What follows belongs to an exercise in optimizing a design on an open flow for small area; a production flow would make more cautious choices.
Only simulation tests tie the RTL to the original design; equivalence was not proved.

==> flow/design.v (excerpt) <==
module Multi_line(
input clk ,
input rstn,
  input   [127:0]M_AXIS_MM2S_0_tdata,
  input   M_AXIS_MM2S_0_tvalid,
  input [4:0] MemRDcount,
  input        SampleValid,
  input [63:0] Sampledata,
  input        CalcOn,
  output[31:0] OutSumr,
  output[31:0] OutSumi
    );
For scale: roughly 6,500 cells after synthesis, about 1,400 flip-flops.
clock: 10.0 ns
lec_check: 0
cap_margin: 20
core_margin: 2
core_utilization: 60
place_density_lb_addon: 0.2
slew_margin: 20
standard.sh (not shown) runs the stock make flow with config.mk's settings and CLKGATE_MAP_FILE= SYNTH_SCRIPT=/design/flow/synth_recipe.tcl, a recipe that flattens the netlist after the stock synthesis.
==> flow/flow/run.sh <==
#!/bin/bash
# Own flow: the standard layout (standard.sh) with these changes:
#  - synthesis maps the combinational logic with an area-oriented ABC script
#    (flow/abc_area.script) instead of ORFS's delay-oriented one;
#  - after Yosys extracts full adders, flow/fa_polarity.py flips adders (a full
#    adder is self-dual) so that fewer inverters are left between them;
#  - adders ($lcu) use Yosys's Sklansky prefix map instead of Kogge-Stone;
#  - ports are buffered with buf_1, and CTS uses small clock buffers and no
#    dummy loads.
# Registers (dfflibmap) and every other step are ORFS's own.
set -euo pipefail
W=$(pwd)
rm -rf "$W/scripts_area"
cp -r "$FLOW_HOME/scripts" "$W/scripts_area"
cp "$W/flow/abc_area.script" "$W/scripts_area/abc_speed.script"
python3 "$W/flow/patch_synth.py" "$W/scripts_area/synth.tcl" "$W/flow/fa_polarity.py"
bash standard.sh SCRIPTS_DIR="$W/scripts_area" \
  "SYNTH_OPERATIONS_ARGS=-extra-map +/choices/sklansky.v" synth > "$W/flow_synth.log" 2>&1
bash standard.sh \
  "BUFFER_PORTS_ARGS=-buffer_cell sky130_fd_sc_hd__buf_1" \
  "CTS_ARGS=-sink_clustering_enable -repair_clock_nets -dont_use_dummy_load -buf_list {sky130_fd_sc_hd__clkbuf_4 sky130_fd_sc_hd__clkbuf_8}" \
  finish > "$W/flow_finish.log" 2>&1
Other scripts of this flow, unchanged in this note and not shown: flow/flow/abc_area.script, flow/flow/fa_polarity.py, flow/flow/patch_synth.py
The baseline finished clean.
Next try:
--- a/flow/flow/run.sh
+++ b/flow/flow/run.sh
@@ -6,5 +6,5 @@
 #    adder is self-dual) so that fewer inverters are left between them;
 #  - adders ($lcu) use Yosys's Sklansky prefix map instead of Kogge-Stone;
-#  - ports are buffered with buf_1, and CTS uses small clock buffers and no
+#  - ports are buffered with buf_1, and CTS uses clkbuf_4 buffers and no
 #    dummy loads.
 # Registers (dfflibmap) and every other step are ORFS's own.
@@ -19,4 +19,4 @@
 bash standard.sh \
   "BUFFER_PORTS_ARGS=-buffer_cell sky130_fd_sc_hd__buf_1" \
-  "CTS_ARGS=-sink_clustering_enable -repair_clock_nets -dont_use_dummy_load -buf_list {sky130_fd_sc_hd__clkbuf_4 sky130_fd_sc_hd__clkbuf_8}" \
+  "CTS_ARGS=-sink_clustering_enable -repair_clock_nets -dont_use_dummy_load -buf_list sky130_fd_sc_hd__clkbuf_4" \
   finish > "$W/flow_finish.log" 2>&1
--- a/flow/config.mk
+++ b/flow/config.mk
@@ -6,7 +6,7 @@
 export NUM_CORES = 4
 export LEC_CHECK = 0
-export CAP_MARGIN = 20
+export CAP_MARGIN = 10
 export CORE_MARGIN = 2
-export CORE_UTILIZATION = 60
+export CORE_UTILIZATION = 70
 export PLACE_DENSITY_LB_ADDON = 0.2
-export SLEW_MARGIN = 20
+export SLEW_MARGIN = 10
Final area goes down by 0.62%.
Core utilization goes up by 11 points.
Clock-buffer cell count goes up by 143.
Worst hold slack improves by 0.0069 ns.
Routed wire length is about the same.
Sequential cell count is unchanged.
Die area goes down by about 14%.
Synthesized area does not change.
Worst setup slack degrades by 0.13 ns.
Next try:
--- a/flow/config.mk
+++ b/flow/config.mk
@@ -8,5 +8,5 @@
 export CAP_MARGIN = 10
 export CORE_MARGIN = 2
-export CORE_UTILIZATION = 70
+export CORE_UTILIZATION = 60
 export PLACE_DENSITY_LB_ADDON = 0.2
 export SLEW_MARGIN = 10
Effect: The new run produced a clean layout. Cell area went up by 0.39%. Critical path depth came out higher by 1. Global-route usage is lower by 5.5 points. Area after synthesis does not change. Core utilization goes down by 11 points. Worst setup slack gains 0.16 ns.

========
Another version of the RTL of Multi_line (not shown whole).
For scale: roughly 6000 cells after synthesis, about 1400 flip-flops, roughly 270 I/O pins.
// Multi_line
module Multi_line(
input clk ,
input rstn,
  input   [127:0]M_AXIS_MM2S_0_tdata,
  input   M_AXIS_MM2S_0_tvalid,
  input [4:0] MemRDcount,
  input        SampleValid,
  input [63:0] Sampledata,
  input        CalcOn,
  output[31:0] OutSumr,
  output[31:0] OutSumi
    );
==> flow/config.mk <==
export PLATFORM = sky130hd
export DESIGN_NAME = Multi_line
export DESIGN_NICKNAME = Multi_line
export VERILOG_FILES = /design/flow/design.v
export SDC_FILE = /design/flow/constraint.sdc
export NUM_CORES = 4
export LEC_CHECK = 0
export CAP_MARGIN = 10
export CORE_MARGIN = 2
export CORE_UTILIZATION = 60
export PLACE_DENSITY_LB_ADDON = 0.2
export SLEW_MARGIN = 10
==> flow/constraint.sdc <==
create_clock -name core_clock -period 10.0 [get_ports {clk}]
set_input_delay 2.0000 -clock core_clock [delete_from_list [all_inputs] [get_ports {clk}]]
set_output_delay 2.0000 -clock core_clock [all_outputs]
set_load 0.01 [all_outputs]
==> flow/flow/run.sh <==
#!/bin/bash
# Own flow: the standard layout (standard.sh) with these changes:
#  - synthesis maps the combinational logic with an area-oriented ABC script
#    (flow/abc_area.script) instead of ORFS's delay-oriented one;
#  - after Yosys extracts full adders, flow/fa_polarity.py flips adders (a full
#    adder is self-dual) so that fewer inverters are left between them;
#  - adders ($lcu) use Yosys's Sklansky prefix map instead of Kogge-Stone;
#  - ports are buffered with buf_1, and CTS uses clkbuf_4 buffers and no
#    dummy loads.
# Registers (dfflibmap) and every other step are ORFS's own.
set -euo pipefail
W=$(pwd)
rm -rf "$W/scripts_area"
cp -r "$FLOW_HOME/scripts" "$W/scripts_area"
cp "$W/flow/abc_area.script" "$W/scripts_area/abc_speed.script"
python3 "$W/flow/patch_synth.py" "$W/scripts_area/synth.tcl" "$W/flow/fa_polarity.py"
bash standard.sh SCRIPTS_DIR="$W/scripts_area" \
  "SYNTH_OPERATIONS_ARGS=-extra-map +/choices/sklansky.v" synth > "$W/flow_synth.log" 2>&1
bash standard.sh \
  "BUFFER_PORTS_ARGS=-buffer_cell sky130_fd_sc_hd__buf_1" \
  "CTS_ARGS=-sink_clustering_enable -repair_clock_nets -dont_use_dummy_load -buf_list sky130_fd_sc_hd__clkbuf_4" \
  finish > "$W/flow_finish.log" 2>&1
==> flow/flow/abc_area.script <==
strash
dc2
dch
amap
Other scripts of this flow, unchanged in this note and not shown: flow/flow/fa_polarity.py, flow/flow/patch_synth.py
The starting point produced a layout that fails on setup timing.
Next try:
==> flow/flow/abc_area.script (replaced) <==
strash
dch
amap
=> With this change the flow produced a clean layout. Design area decreases by 0.59%. Critical path depth decreases by 15. Setup slack is better by 840 ps.
Next try:
==> flow/flow/abc_area.script (replaced) <==
strash
dch
amap
strash
dch
amap
strash
dch
amap
Count of clock-buffer cells in the layout went up by 1; worst setup slack is worse by 250 ps; wire length went up by 0.53%; first-iteration DRC count went down by 4.4%; cell count went down by 2.3%; area after synthesis went down by 0.84%; core utilization went up by 0.35 points.
Next try:
==> flow/flow/abc_area.script (replaced) <==
strash
dch
amap
strash
dch
amap
What happened: The new run finished with timing, DRC and antenna clean. Wire length went down slightly. Sequential share of layout area went up by 0.18 points. Clock skew went up by 73 ps. Maximum frequency went up slightly.

==> port drivers added, routing unchanged <==
In the flow no input, the clock included, has a driving cell. The finished layouts below were timed again as built, in two steps. Step 1: set_driving_cell puts a clkbuf_16 on clk and a buf_2 on each other input, an assumption about the parent block. Step 2 adds t to the input delays and takes it off the output delays; t is the mean of the earliest and latest rising clock arrival at the registers after step 1. Input paths then give back, and output paths get back, about the clock's delay inside the block. Slacks: no drivers / after step 1 / after step 2; pairs: no drivers / after step 1.
| run | shift t [ns] | setup slack, ns | worst setup path at the end | worst register clock-pin slew, ns | pins driven straight from the clock port |
|---|---|---|---|---|---|
| the first run of note 1 | 0.940 | 0.672 / 0.672 / 0.672 | register to register | 0.07 / 0.07 | 1 |
| the second run of note 1 | 1.345 | 0.538 / 0.538 / 0.538 | register to register | 0.08 / 0.08 | 1 |
| the third run of note 1 | 1.340 | 0.702 / 0.702 / 0.702 | register to register | 0.07 / 0.07 | 1 |
| the first run of note 2 | 1.331 | -0.165 / -0.165 / -0.165 | register to register | 0.07 / 0.07 | 1 |
| the second run of note 2 | 1.251 | 0.676 / 0.676 / -0.317 | input to register | 0.07 / 0.07 | 1 |
| the third run of note 2 | 1.275 | 0.431 / 0.431 / -0.166 | input to register | 0.07 / 0.07 | 1 |
| the fourth run of note 2 | 1.278 | 0.500 / 0.500 / -0.052 | input to register | 0.08 / 0.08 | 1 |
With both steps, setup timing fails in the second run of note 2, the third run of note 2 and the fourth run of note 2, where it was met with ideal ports. The setup slack of the second run of note 2, which loses most, moves by 0.000 ns with the drivers and by -0.993 ns with both steps.
